Source: an optimization exercise on an open RTL-to-GDS flow (aim: small area and a short achievable clock period). Production flows keep margins and buffers that such runs may drop.
The RTL was checked by simulation tests, not by an equivalence proof against the original design.

==> flow/design.v (excerpt) <==
module qrs_top (
    input         clk,
    input         rst,
    input         enable,
    input  [31:0] ecg_in,
    input  [15:0] Tn,
    input  [15:0] Vt1,
    input  [15:0] Vt2,
    input  [15:0] Vt3,
    input  [15:0] Vt4,
    output [15:0] D1,
    output [15:0] D2,
    output [15:0] D3,
    output [15:0] D4,
    output        Select,
    output [31:0] MPavg,
    output        FinalOut
);
For scale: roughly 3,900 cells after synthesis, roughly 230 flip-flops, roughly 0.037 mm² of cells after synthesis.
==> flow/config.mk <==
export PLATFORM = sky130hd
export DESIGN_NAME = qrs_top
export DESIGN_NICKNAME = qrs_top
export VERILOG_FILES = /design/flow/design.v
export SDC_FILE = /design/flow/constraint.sdc
export NUM_CORES = 4
export LEC_CHECK = 0
export CAP_MARGIN = 20
export CORE_MARGIN = 2
export CORE_UTILIZATION = 40
export CTS_BUF_LIST = sky130_fd_sc_hd__clkbuf_4 sky130_fd_sc_hd__clkbuf_8
export SLEW_MARGIN = 20
==> flow/constraint.sdc <==
create_clock -name core_clock -period 36.0 [get_ports {clk}]
set_input_delay 7.2000 -clock core_clock [delete_from_list [all_inputs] [get_ports {clk}]]
set_output_delay 7.2000 -clock core_clock [all_outputs]
set_load 0.01 [all_outputs]
standard.sh (not shown) runs the stock make flow with config.mk's settings and CLKGATE_MAP_FILE= SYNTH_SCRIPT=/design/flow/synth_recipe.tcl, a recipe that flattens the netlist after the stock synthesis.
==> flow/flow/run.sh <==
#!/bin/bash
# The standard layout, with plain buffers (instead of the flow's default
# choice) on the input and output ports, and timing repair asked to leave
# more setup slack than the clock period needs.
set -euo pipefail
export BUFFER_PORTS_ARGS="-buffer_cell sky130_fd_sc_hd__buf_2"
export SETUP_SLACK_MARGIN=16
bash standard.sh > standard.log 2>&1
Next try:
--- a/flow/flow/run.sh
+++ b/flow/flow/run.sh
@@ -5,4 +5,4 @@
 set -euo pipefail
-export BUFFER_PORTS_ARGS="-buffer_cell sky130_fd_sc_hd__buf_2"
-export SETUP_SLACK_MARGIN=16
+export BUFFER_PORTS_ARGS="-buffer_cell sky130_fd_sc_hd__buf_1"
+export SETUP_SLACK_MARGIN=15
 bash standard.sh > standard.log 2>&1
- CORE_UTILIZATION: 40 -> 60
- CTS_BUF_LIST: sky130_fd_sc_hd__clkbuf_4 sky130_fd_sc_hd__clkbuf_8 -> not set
Clock-buffer cell count drops by 25.
Die area falls by 33%.
Wire length drops by 4.4%.
Non-clock buffer count is lower by 16.
Maximum frequency came out lower by 1.7%.
Critical path depth came out higher by 1.
Sequential cell count does not change.
Design area drops by 3.1%.
Worst setup slack is worse by 0.36 ns.
Cell count goes down by 8.5%.
Next try:
==> flow/flow/run.sh (replaced) <==
#!/bin/bash
# The standard layout, with plain buffers (instead of the flow's default
# choice) on the input and output ports.
set -euo pipefail
export BUFFER_PORTS_ARGS="-buffer_cell sky130_fd_sc_hd__buf_2"
bash standard.sh > standard.log 2>&1
- CORE_UTILIZATION: 60 -> 40
=> Routed wire length increases by a few percent; clock-buffer cell count increases by 3; setup slack got worse by 0.33 ns; first-iteration DRC count decreases by about a fifth.
Next try:
==> flow/flow/run.sh (replaced) <==
#!/bin/bash
# The standard layout, with plain buffers (instead of the flow's default
# choice) on the input and output ports, and timing repair asked to leave
# more setup slack than the clock period needs.
set -euo pipefail
export BUFFER_PORTS_ARGS="-buffer_cell sky130_fd_sc_hd__buf_1"
export SETUP_SLACK_MARGIN=16
bash standard.sh > standard.log 2>&1
- CORE_UTILIZATION: 40 -> 60
=>
- The changed run completed without violations
- non-clock buffer count rose by 31
- sequential cell count stays the same
- register-to-register slack gets better by 0.84 ns
- first-iteration DRC count rose by about a fifth
- cell area stays flat
- global-route usage rose by 8.9 points
- wire length fell slightly
- synthesized area is unchanged
- hold slack barely changes

========
qrs_top again, from the RTL that the note above started with.
==> flow/config.mk <==
export PLATFORM = sky130hd
export DESIGN_NAME = qrs_top
export DESIGN_NICKNAME = qrs_top
export VERILOG_FILES = /design/flow/design.v
export SDC_FILE = /design/flow/constraint.sdc
export NUM_CORES = 4
export LEC_CHECK = 0
export ABC_AREA = 1
export CAP_MARGIN = 20
export CORE_MARGIN = 2
export CORE_UTILIZATION = 70
export CTS_BUF_LIST = sky130_fd_sc_hd__clkbuf_4 sky130_fd_sc_hd__clkbuf_8
export SLEW_MARGIN = 20
==> flow/constraint.sdc <==
create_clock -name core_clock -period 36.0 [get_ports {clk}]
set_input_delay 7.2000 -clock core_clock [delete_from_list [all_inputs] [get_ports {clk}]]
set_output_delay 7.2000 -clock core_clock [all_outputs]
set_load 0.01 [all_outputs]
==> flow/flow/run.sh <==
#!/bin/bash
# The standard layout, with plain buffers (instead of the flow's default
# choice) on the input and output ports, and timing repair asked to leave
# more setup slack than the clock period needs.
set -euo pipefail
export BUFFER_PORTS_ARGS="-buffer_cell sky130_fd_sc_hd__buf_1"
export SETUP_SLACK_MARGIN=15
bash standard.sh > standard.log 2>&1
Then changed:
--- a/flow/flow/run.sh
+++ b/flow/flow/run.sh
@@ -6,2 +6,2 @@
-export BUFFER_PORTS_ARGS="-buffer_cell sky130_fd_sc_hd__buf_1"
-export SETUP_SLACK_MARGIN=15
+export BUFFER_PORTS_ARGS="-buffer_cell sky130_fd_sc_hd__buf_2"
+export SETUP_SLACK_MARGIN=16
- ABC_AREA: 1 -> unset
- CORE_UTILIZATION: 70 -> 40
- CTS_BUF_LIST: sky130_fd_sc_hd__clkbuf_4 sky130_fd_sc_hd__clkbuf_8 -> unset
Cell count went down by 7.3%.
Routed wire length went down by 5.3%.
Then changed:
--- a/flow/flow/run.sh
+++ b/flow/flow/run.sh
@@ -6,2 +6,2 @@
-export BUFFER_PORTS_ARGS="-buffer_cell sky130_fd_sc_hd__buf_2"
-export SETUP_SLACK_MARGIN=16
+export BUFFER_PORTS_ARGS="-buffer_cell sky130_fd_sc_hd__buf_1"
+export SETUP_SLACK_MARGIN=15
- CORE_UTILIZATION: 40 -> 70
- CTS_BUF_LIST: unset -> sky130_fd_sc_hd__clkbuf_4 sky130_fd_sc_hd__clkbuf_8
The new run finished clean. Cell count drops by roughly a tenth. Synthesized area is unchanged. Cell area drops by a few percent.

========
Starting RTL as in the previous note.
==> flow/config.mk <==
export PLATFORM = sky130hd
export DESIGN_NAME = qrs_top
export DESIGN_NICKNAME = qrs_top
export VERILOG_FILES = /design/flow/design.v
export SDC_FILE = /design/flow/constraint.sdc
export NUM_CORES = 4
export LEC_CHECK = 0
export CAP_MARGIN = 20
export CORE_MARGIN = 2
export CORE_UTILIZATION = 40
export SLEW_MARGIN = 20
==> flow/constraint.sdc <==
create_clock -name core_clock -period 36.0 [get_ports {clk}]
set_input_delay 7.2000 -clock core_clock [delete_from_list [all_inputs] [get_ports {clk}]]
set_output_delay 7.2000 -clock core_clock [all_outputs]
set_load 0.01 [all_outputs]
run.sh (not shown) runs the stock make flow with config.mk's settings and CLKGATE_MAP_FILE= SYNTH_SCRIPT=/design/flow/synth_recipe.tcl, a recipe that flattens the netlist after the stock synthesis.
Stock flow here: none of the scripts above is used.
The starting point produced a clean layout.
Edit:
==> flow/flow/run.sh (new file) <==
#!/bin/bash
# The standard layout, with plain buffers (instead of the flow's default
# choice) on the input and output ports, and timing repair asked to leave
# more setup slack than the clock period needs.
set -euo pipefail
export BUFFER_PORTS_ARGS="-buffer_cell sky130_fd_sc_hd__buf_2"
export SETUP_SLACK_MARGIN=18
bash standard.sh > standard.log 2>&1
==> flow/standard.sh (new file) <==
#!/bin/bash
# synth_recipe.tcl (not shown) runs the flow's synth.tcl, then flattens the netlist and writes it again
# the make line also repeats each setting of config.mk as NAME=value (left out here)
make -C /OpenROAD-flow-scripts/flow DESIGN_CONFIG=/design/flow/config.mk WORK_HOME=/design/flow/orfs CLKGATE_MAP_FILE= SYNTH_SCRIPT=/design/flow/synth_recipe.tcl "${@:-finish}"
removed: flow/run.sh
Outcome: The changed run finished with timing, DRC and antenna clean; design area came out higher by 3.2%; clock-buffer cell count came out higher by 2; fmax came out higher by 6.9%.

[port drivers added, routing unchanged]
No port has a modelled driver above. Below, the same layouts with a new extraction and two added sets of constraints.
Step 1: set_driving_cell puts a clkbuf_16 on clk and a buf_2 on each other input, an assumption about the parent block.
Step 2 also shifts input and output timing later by t, the mid clock arrival at the registers, as if the neighbouring blocks saw the same clock.
Three values: ideal ports, drivers, drivers and shift; two values: the first two.
run	shift t [ns]	setup WS [ns]	worst hold slack (ns)	worst register clock-pin slew, ns	cell pins on the clock port's net
the first run of note 1	0.655	15.596 / 15.576 / 15.576	0.367 / 0.367 / 0.367	0.07 / 0.07	1
the second run of note 1	0.643	15.236 / 15.215 / 15.215	0.371 / 0.371 / 0.371	0.06 / 0.06	1
the third run of note 1	0.641	14.903 / 14.883 / 14.883	0.369 / 0.369 / 0.369	0.06 / 0.06	1
the fourth run of note 1	0.643	15.531 / 15.509 / 15.509	0.371 / 0.371 / 0.371	0.06 / 0.06	1
the first run of note 2	0.681	15.560 / 15.540 / 15.540	0.374 / 0.374 / 0.374	0.06 / 0.06	1
the second run of note 2	0.641	15.626 / 15.602 / 15.602	0.369 / 0.369 / 0.369	0.06 / 0.06	1
the third run of note 2	0.675	15.292 / 15.271 / 15.271	0.366 / 0.366 / 0.366	0.07 / 0.07	1
the first run of note 3	0.650	14.139 / 14.112 / 14.112	0.364 / 0.364 / 0.364	0.06 / 0.06	1
the second run of note 3	0.662	15.542 / 15.505 / 15.505	0.370 / 0.370 / 0.370	0.07 / 0.07	1
After both steps setup and hold are still met in every run listed. The setup slack of the second run of note 3, which loses most, moves by -0.037 ns with the drivers and by -0.037 ns with both steps.
